From an optimization exercise on the open Yosys and OpenROAD flow, aimed at small area and a short achievable clock period; shortcuts taken in it are not production practice.
RTL that was checked went through simulation tests only; none was proved equivalent to the original.

==> flow/design.v (excerpt) <==
module divider (input logic [15:0] N,D,IA0,IA1,IA2,IA3,
                input logic clk, reset, kSave, nSave, dSave, kNextSel,
                input logic [1:0] muxSelB,
                output logic [15:0] quotient, remainder);
For scale: roughly 1,100 cells after synthesis, ~64 flip-flops, about 140 I/O pins, roughly 10,000 µm² of cells after synthesis.
==> flow/config.mk <==
export PLATFORM = sky130hd
export DESIGN_NAME = divider
export DESIGN_NICKNAME = divider
export VERILOG_FILES = /design/flow/design.v
export SDC_FILE = /design/flow/constraint.sdc
export NUM_CORES = 4
export LEC_CHECK = 0
export CAP_MARGIN = 20
export CORE_MARGIN = 2
export CORE_UTILIZATION = 40
export SLEW_MARGIN = 20
==> flow/constraint.sdc <==
create_clock -name core_clock -period 18.0 [get_ports {clk}]
set_input_delay 3.6000 -clock core_clock [delete_from_list [all_inputs] [get_ports {clk}]]
set_output_delay 3.6000 -clock core_clock [all_outputs]
set_load 0.01 [all_outputs]
standard.sh (not shown) runs the stock make flow with config.mk's settings and CLKGATE_MAP_FILE= SYNTH_SCRIPT=/design/flow/synth_recipe.tcl, a recipe that flattens the netlist after the stock synthesis.
==> flow/flow/run.sh <==
#!/bin/bash
# Own layout flow: the standard flow (standard.sh) with two changes:
#  - the full-adder and half-adder modules (fa, ha) are kept as their own modules through
#    synthesis, so each becomes one sky130 fa/ha cell, and the netlist is flattened at the end
#    as the standard synthesis does;
#  - port buffers are buf_2 cells instead of the default delay-buffer cell.
set -euo pipefail
W=$PWD
export SYNTH_KEEP_MODULES="fa ha"
export BUFFER_PORTS_ARGS="-buffer_cell sky130_fd_sc_hd__buf_2"
export SETUP_SLACK_MARGIN=8
bash "$W/standard.sh" > "$W/standard_flow.log" 2>&1
The starting point finished with timing, DRC and antenna clean.
Rerun with:
--- a/flow/flow/run.sh
+++ b/flow/flow/run.sh
@@ -10,3 +10,2 @@
 export BUFFER_PORTS_ARGS="-buffer_cell sky130_fd_sc_hd__buf_2"
-export SETUP_SLACK_MARGIN=8
 bash "$W/standard.sh" > "$W/standard_flow.log" 2>&1
=> The new run completed with no timing, DRC or antenna violations. Critical path depth drops by 2. Design area is lower by 2.7%. Worst setup slack gets worse by 0.87 ns. Wire length falls by 8.5%. Core utilization decreases by 1.3 points. Clock-buffer cell count does not change. Via count went down by 3.1%. Non-clock buffer count goes down by 12.
Rerun with:
--- a/flow/flow/run.sh
+++ b/flow/flow/run.sh
@@ -10,2 +10,3 @@
 export BUFFER_PORTS_ARGS="-buffer_cell sky130_fd_sc_hd__buf_2"
+export SETUP_SLACK_MARGIN=9
 bash "$W/standard.sh" > "$W/standard_flow.log" 2>&1
Design area increases by 14%.
Wire length climbs by 14%.
Utilization went up by 6.4 points.
Function was not checked in any run of this note: the RTL went through the layout flow alone.

Setup of P:
divider, a different RTL version from the one above (not shown whole).
For scale: roughly 1000 cells after synthesis, ~64 flip-flops, roughly 140 I/O pins, about 0.0089 mm² of cells after synthesis.
// divider
module divider (input logic [15:0] N,D,IA0,IA1,IA2,IA3,
                input logic clk, reset, kSave, nSave, dSave, kNextSel,
                input logic [1:0] muxSelB,
                output logic [15:0] quotient, remainder);
export LEC_CHECK = 0
export CAP_MARGIN = 20
export CORE_MARGIN = 2
export CORE_UTILIZATION = 40
export CTS_BUF_LIST = sky130_fd_sc_hd__clkbuf_8
export CTS_CLUSTER_DIAMETER = 150
export CTS_CLUSTER_SIZE = 32
export SLEW_MARGIN = 20
create_clock -name core_clock -period 18.0 [get_ports {clk}]
==> flow/flow/run.sh <==
#!/bin/bash
# Own layout flow: the standard flow (standard.sh) with these changes:
#  - synthesis keeps the full-adder and half-adder modules (fa, ha) as their own modules so
#    each becomes one sky130 fa/ha cell, and extracts adders only inside them (not in the rest
#    of the logic, e.g. the final carry-lookahead adder); the netlist is then flattened and
#    renamed exactly as the standard synthesis script does;
#  - the remaining logic is mapped with flow/abc.script (ABC map with area recovery, no
#    buffering or sizing: the layout's repair sizes cells with real wire loads);
#  - port buffers are small buf cells instead of the default delay-buffer cell;
#  - timing repair aims for extra setup margin (SETUP_SLACK_MARGIN).
set -euo pipefail
W=$PWD
export SYNTH_KEEP_MODULES="fa ha"
export BUFFER_PORTS_ARGS="-buffer_cell sky130_fd_sc_hd__buf_1"
export ABC_AREA=1
export SETUP_SLACK_MARGIN=8.4
sed 's#^  extract_fa {\*}\[dont_use_extract_fa_args\]$#  extract_fa {*}[dont_use_extract_fa_args] fa ha#' \
  "$FLOW_HOME/scripts/synth.tcl" > "$W/synth_mod.tcl"
grep -q 'extract_fa {\*}\[dont_use_extract_fa_args\] fa ha' "$W/synth_mod.tcl"
# abc: our own mapping script (flow/abc.script) in place of ORFS's
sed -i 's#^  log_cmd abc {\*}\$abc_args$#  set abc_args [lreplace $abc_args 1 1 $::env(OWN_ABC_SCRIPT)]\n&#' "$W/synth_mod.tcl"
grep -q 'OWN_ABC_SCRIPT' "$W/synth_mod.tcl"
export OWN_ABC_SCRIPT="$W/flow/abc.script"
sed "s#\$::env(SCRIPTS_DIR)/synth.tcl#$W/synth_mod.tcl#" "$W/synth_recipe.tcl" > "$W/own_synth.tcl"
grep -q "source $W/synth_mod.tcl" "$W/own_synth.tcl"
sed "s#SYNTH_SCRIPT=[^ ]*#SYNTH_SCRIPT=$W/own_synth.tcl#" "$W/standard.sh" > "$W/own_standard.sh"
grep -q "SYNTH_SCRIPT=$W/own_synth.tcl" "$W/own_standard.sh"
bash "$W/own_standard.sh" > "$W/standard_flow.log" 2>&1
==> flow/flow/abc.script <==
strash
dch
map -B 0.9
topo
stime -c
Every stage of the flow completed for P, and the final layout passed the timing, DRC and antenna checks.
Relative to P, the following input files were edited for Q:
# P
export LEC_CHECK = 0
export CAP_MARGIN = 20
export CORE_MARGIN = 2
export CORE_UTILIZATION = 40
export CTS_BUF_LIST = sky130_fd_sc_hd__clkbuf_8
export CTS_CLUSTER_DIAMETER = 150
export CTS_CLUSTER_SIZE = 32
export SLEW_MARGIN = 20
create_clock -name core_clock -period 18.0 [get_ports {clk}]
# Q
export LEC_CHECK = 0
export CAP_MARGIN = 20
export CORE_MARGIN = 2
export CORE_UTILIZATION = 40
export CTS_BUF_LIST = sky130_fd_sc_hd__clkbuf_8
export SLEW_MARGIN = 20
create_clock -name core_clock -period 18.0 [get_ports {clk}]
-- flow/flow/run.sh --
<<< P, line 6
#    renamed exactly as the standard synthesis script does;
#  - the remaining logic is mapped with flow/abc.script (ABC map with area recovery, no
#    buffering or sizing: the layout's repair sizes cells with real wire loads);
#  - port buffers are small buf cells instead of the default delay-buffer cell;
>>> Q, line 6
#    renamed exactly as the standard synthesis script does;
#  - the remaining logic is mapped with flow/abc.script (area-oriented &nf mapping);
#  - port buffers are small buf cells instead of the default delay-buffer cell;
<<< P, line 15
export ABC_AREA=1
export SETUP_SLACK_MARGIN=8.4
sed 's#^  extract_fa {\*}\[dont_use_extract_fa_args\]$#  extract_fa {*}[dont_use_extract_fa_args] fa ha#' \
>>> Q, line 14
export ABC_AREA=1
export SETUP_SLACK_MARGIN=8.7
sed 's#^  extract_fa {\*}\[dont_use_extract_fa_args\]$#  extract_fa {*}[dont_use_extract_fa_args] fa ha#' \
==> flow/flow/abc.script <==
strash
&get -n
&dch -f
&nf -R 1000
&put
topo
stime -c
buffer -c
upsize -c
dnsize -c
Findings:
- Worst slew margin relative to its limit across P and Q: no real change.
- The lower number of buffer and inverter instances along the worst setup path came out of Q.
- P -> Q: level count of the clock H-tree delta 0, exact match
- The lower number of buffers inserted by post-CTS setup repair of P and Q is in P.
- Q vs P — maximum number of pins on one net before global-route repair dropped by more than 10%

==> static timing again, ports no longer ideal <==
The results above use ideal ports. As a check the final layouts listed here were re-extracted and re-timed, cells and wires unchanged.
Step 1, drivers: a clkbuf_16 drives clk and a buf_2 each remaining input, both assumed.
Step 2 adds t to the input delays and takes it off the output delays; t is the mean of the earliest and latest rising clock arrival at the registers after step 1. Input paths then give back, and output paths get back, about the clock's delay inside the block.
Slacks: ideal / step 1 / step 2; pairs: ideal / step 1.
run	t (ns)	slack for setup (ns)	worst setup path at the end	worst data-port slew with drivers (ns)
the first run of note 1	0.366	8.294 / 8.289 / 7.923	input to register	0.09
the second run of note 1	0.368	7.427 / 7.436 / 7.068	input to register	0.09
the third run of note 1	0.368	8.911 / 8.734 / 8.366	input to register	0.22
P	0.370	8.828 / 8.834 / 8.464	input to register	0.04
Q	0.367	8.665 / 8.651 / 8.284	input to register	0.07
After both steps setup and hold are still met in every run listed. The setup slack of the third run of note 1, which loses most, moves by -0.177 ns with the drivers and by -0.545 ns with both steps.
